From an optimization exercise on the open Yosys and OpenROAD flow, aimed at small area, a short achievable clock period and few clock cycles per item; shortcuts taken in it are not production practice. Function was checked by simulation only, so behaviour that the tests miss may differ from the original. Power figures rest on the tool's default switching activity, not on a simulated workload.

the previous run:
==> flow/design.v (excerpt) <==
module RV32I(
    input         clk,
    input         rst,
    output [31:0] imem_addr,
    input  [31:0] imem_rdata,
    output [31:0] dmem_addr,
    output        dmem_re,
    output        dmem_we,
    output [3:0]  dmem_wstrb,
    output [31:0] dmem_wdata,
    input  [31:0] dmem_rdata,
    output        wb_valid,
    output [4:0]  wb_rd,
    output [31:0] wb_data
    );
Settings: LEC_CHECK=0, CAP_MARGIN=20, CORE_MARGIN=2, CORE_UTILIZATION=40, CTS_BUF_LIST=sky130_fd_sc_hd__clkbuf_8 sky130_fd_sc_hd__clkbuf_16, CTS_CLUSTER_DIAMETER=80, CTS_CLUSTER_SIZE=20, SLEW_MARGIN=20; clock period 11.0 ns.
standard.sh (not shown) runs the stock make flow with config.mk's settings and CLKGATE_MAP_FILE= SYNTH_SCRIPT=/design/flow/synth_recipe.tcl, a recipe that flattens the netlist after the stock synthesis.
==> flow/flow/run.sh <==
#!/bin/bash
# Layout flow: the standard synthesis, then the standard ORFS steps with
# two changes in how the layout is made:
#   - timing repair aims for a larger setup slack (SETUP_SLACK_MARGIN),
#   - the port buffers are buf_2 cells instead of the default pick.
# Each tool's output goes to a log file of its own in this folder.
set -euo pipefail
W=$(pwd)
MARGIN=${MARGIN:-7}

# standard synthesis, unchanged
bash standard.sh synth > synth.log 2>&1

# remaining steps
make -C "$FLOW_HOME" DESIGN_CONFIG="$FLOW_CONFIG" WORK_HOME="$W/orfs" \
  CLKGATE_MAP_FILE= SYNTH_SCRIPT="$W/synth_recipe.tcl" \
  SETUP_SLACK_MARGIN=$MARGIN \
  "BUFFER_PORTS_ARGS=-buffer_cell sky130_fd_sc_hd__buf_2" \
  finish > layout.log 2>&1

R="$W/orfs/results/$FLOW_PLATFORM/RV32I/base"
: # left out here: write the final layout as DEF
Testbench counts of the previous run, summed over its fixed seeds: cycles 81,143, instrs 73,713.
--- input diff the previous run..the current run ---
--- a/flow/design.v
+++ b/flow/design.v
@@ -16,13 +16,14 @@
     );
     reg  [31:0] pc_f;
     reg         kill_e;
     reg         rst_q;      
     reg  [31:0] a_e, b_e, t_e;
     reg  [4:0]  rd_e;
-    reg         wen_e, ld_e, st_e, br_e, p_e, jmp_e, sub_e;
+    reg         wen_e, ld_e, st_e, jmp_e, sub_e;
+    reg         c_eq, c_ne, c_lt, c_ge, c_ltu, c_geu;    
     reg  [2:0]  f3_e;
     reg         s_add_e, s_lt_e, s_ltu_e, s_xor_e, s_or_e, s_and_e,
                 s_sll_e, s_sr_e, s_sra_e, s_t_e;
     reg         fa_m, fa_l, fa_w, fa_r;
     reg         fb_m, fb_l, fb_w, fb_r;
     reg         ft_m, ft_l, ft_w, ft_r;
@@ -78,24 +79,14 @@
         | ({32{s_xor_e}} & (opa ^ opb))
         | ({32{s_or_e}}  & (opa | opb))
         | ({32{s_and_e}} & (opa & opb))
         | ({32{s_sll_e}} & shl)
         | ({32{s_sr_e}}  & shr)
         | ({32{s_t_e}}   & t_e);
-    reg taken;
-    always @(*) begin
-        case (f3_e)
-            3'b000:  taken = eq;
-            3'b001:  taken = ~eq;
-            3'b100:  taken = lt;
-            3'b101:  taken = ~lt;
-            3'b110:  taken = ltu;
-            default: taken = ~ltu;
-        endcase
-    end
-    wire redirect = ~kill_e & (jmp_e | (br_e & (taken ^ p_e)));
+    wire redirect = (c_eq & eq) | (c_ne & ~eq) | (c_lt & lt) | (c_ge & ~lt) |
+                    (c_ltu & ltu) | (c_geu & ~ltu);
     wire [31:0] target = jmp_e ? {sum[31:1], 1'b0} : t_e;
     wire [31:0] st_data = f3_e[1] ? opt :
                           f3_e[0] ? {opt[15:0], opt[15:0]} :
                                     {4{opt[7:0]}};
     wire [3:0]  st_strb = f3_e[1] ? 4'b1111 :
                           f3_e[0] ? (sum[1] ? 4'b1100 : 4'b0011) :
@@ -137,17 +128,18 @@
     wire [31:0] imm_u = {ins[31:12], 12'b0};
     wire [31:0] imm_j = {{12{ins[31]}}, ins[19:12], ins[20], ins[30:21], 1'b0};
     wire [12:0] imm_b = {ins[31], ins[7], ins[30:25], ins[11:8], 1'b0};
     wire [13:0] bt_lo = {1'b0, pc_f[12:0]} + {1'b0, imm_b};
     wire [18:0] pc_hp = pc_f[31:13] + 19'd1;
     wire [18:0] pc_hm = pc_f[31:13] - 19'd1;
-    wire [31:0] br_tgt = {imm_b[12] ? (bt_lo[13] ? pc_f[31:13] : pc_hm)
-                                    : (bt_lo[13] ? pc_hp : pc_f[31:13]),
-                          bt_lo[12:0]};
-    wire [31:0] pc4 = pc_f + 32'd4;
+    wire [31:0] fw_tgt = {bt_lo[13] ? pc_hp : pc_f[31:13], bt_lo[12:0]};
+    wire [31:0] bw_tgt = {bt_lo[13] ? pc_f[31:13] : pc_hm, bt_lo[12:0]};
+    wire [11:0] pc4_lo = {1'b0, pc_f[12:2]} + 12'd1;
+    wire [31:0] pc4 = {pc4_lo[11] ? pc_hp : pc_f[31:13], pc4_lo[10:0], pc_f[1:0]};
     wire        d_bp  = d_br & ins[31];
+    wire [2:0]  fr   = {f3[2:1], f3[0] ^ d_bp};
     wire [31:0] imm   = d_st ? imm_s :
                         (d_lui | d_auipc) ? imm_u :
                         d_jal ? imm_j : imm_i;
     reg  [31:0] rf1, rf2;
     integer j;
     always @(*) begin
@@ -158,12 +150,13 @@
             rf2 = rf2 | ({32{rs2 == j[4:0]}} & rfv[32*j +: 32]);
         end
     end
     wire hz1   = use1 & m_ld & m_wen & (m_rd == rs1);
     wire hz2   = (use2 | use2t) & m_ld & m_wen & (m_rd == rs2);
     wire stall = hz1 | hz2 | rst_q;
+    wire        go_c = ~rst & ~stall & ~redirect;
     wire e_wen = wen_e & ~kill_e;
     wire a_m = use1 & e_wen & (rd_e == rs1);
     wire a_l = use1 & m_wen & (m_rd == rs1);
     wire a_w = use1 & l_wen & (l_rd == rs1);
     wire b_m = use2 & e_wen & (rd_e == rs2);
     wire b_l = use2 & m_wen & (m_rd == rs2);
@@ -175,32 +168,34 @@
         rst_q <= rst;
         if (rst)
             pc_f <= 32'd0;
         else if (redirect)
             pc_f <= target;
         else if (!stall)
-            pc_f <= d_bp ? br_tgt : pc4;
+            pc_f <= d_bp ? bw_tgt : pc4;
         kill_e <= ~rst & redirect;
+        c_eq  <= go_c & ((d_br & (fr == 3'b000)) | d_jal | d_jalr);
+        c_ne  <= go_c & ((d_br & (fr == 3'b001)) | d_jal | d_jalr);
+        c_lt  <= go_c & d_br & (fr == 3'b100);
+        c_ge  <= go_c & d_br & (fr == 3'b101);
+        c_ltu <= go_c & d_br & (fr == 3'b110);
+        c_geu <= go_c & d_br & (fr == 3'b111);
         if (rst || stall) begin
             wen_e <= 1'b0;
             ld_e  <= 1'b0;
             st_e  <= 1'b0;
-            br_e  <= 1'b0;
-            p_e   <= 1'b0;
             jmp_e <= 1'b0;
         end else begin
             wen_e <= d_wen;
             ld_e  <= d_ld;
             st_e  <= d_st;
-            br_e  <= d_br;
-            p_e   <= d_bp;
             jmp_e <= d_jal | d_jalr;
         end
         a_e   <= (d_jal | d_auipc) ? pc_f : d_lui ? 32'd0 : rf1;
         b_e   <= use2 ? rf2 : imm;
-        t_e   <= d_st ? rf2 : (d_br & ~d_bp) ? br_tgt : pc4;
+        t_e   <= d_st ? rf2 : (d_br & ~d_bp) ? fw_tgt : pc4;
         rd_e  <= rd;
         f3_e  <= f3;
         sub_e <= d_op & (f3 == 3'b000) & ins[30];
         s_add_e <= (~d_alu & ~d_jal & ~d_jalr) | (d_alu & (f3 == 3'b000));
         s_lt_e  <= d_alu & (f3 == 3'b010);
         s_ltu_e <= d_alu & (f3 == 3'b011);
Findings:
- t_e[23] as the end of the critical path was reported by the previous run, and pc_f[29] by the current run.
- In the current run, final period utilization is higher than in the previous run.
- Against the previous run as the reference, the current run delivers a lower sequential fraction of the synthesis area.
- [compare] base=the previous run new=the current run: share of final layout cell area taken by clock buffers and inverters closely matched the old numbers; post-detailed-placement half-perimeter wirelength rose about 5%; power dissipated in sequential cells went up by about 8%.
- Compared with the previous run, in the current run area after synthesis now larger; wire length rose by 1.8%; post-placement setup slack decreased by 0.24 ns relative to the old numbers; setup slack went down by 0.10 ns.
Testbench counts of the current run, summed over its fixed seeds: cycles 81,143, instrs 73,713.

==> static timing again, ports no longer ideal <==
The results above use ideal ports. As a check the final layouts listed here were re-extracted and re-timed, cells and wires unchanged. Step 1, drivers: a clkbuf_16 drives clk and a buf_2 each remaining input, both assumed. Step 2 also shifts input and output timing later by t, the mid clock arrival at the registers, as if the neighbouring blocks saw the same clock. Three values: ideal ports, drivers, drivers and shift; two values: the first two.
| run | t, ns | slack for setup (ns) | worst setup path after step 2 |
|---|---|---|---|
| the previous run | 0.832 | 6.641 / 6.482 / 5.651 | input to register |
| the current run | 0.839 | 6.540 / 6.431 / 5.592 | input to register |
After both steps setup and hold are still met in every run listed. For the previous run, which loses most, drivers alone change the setup slack by -0.159 ns; drivers and shift together by -0.990 ns.
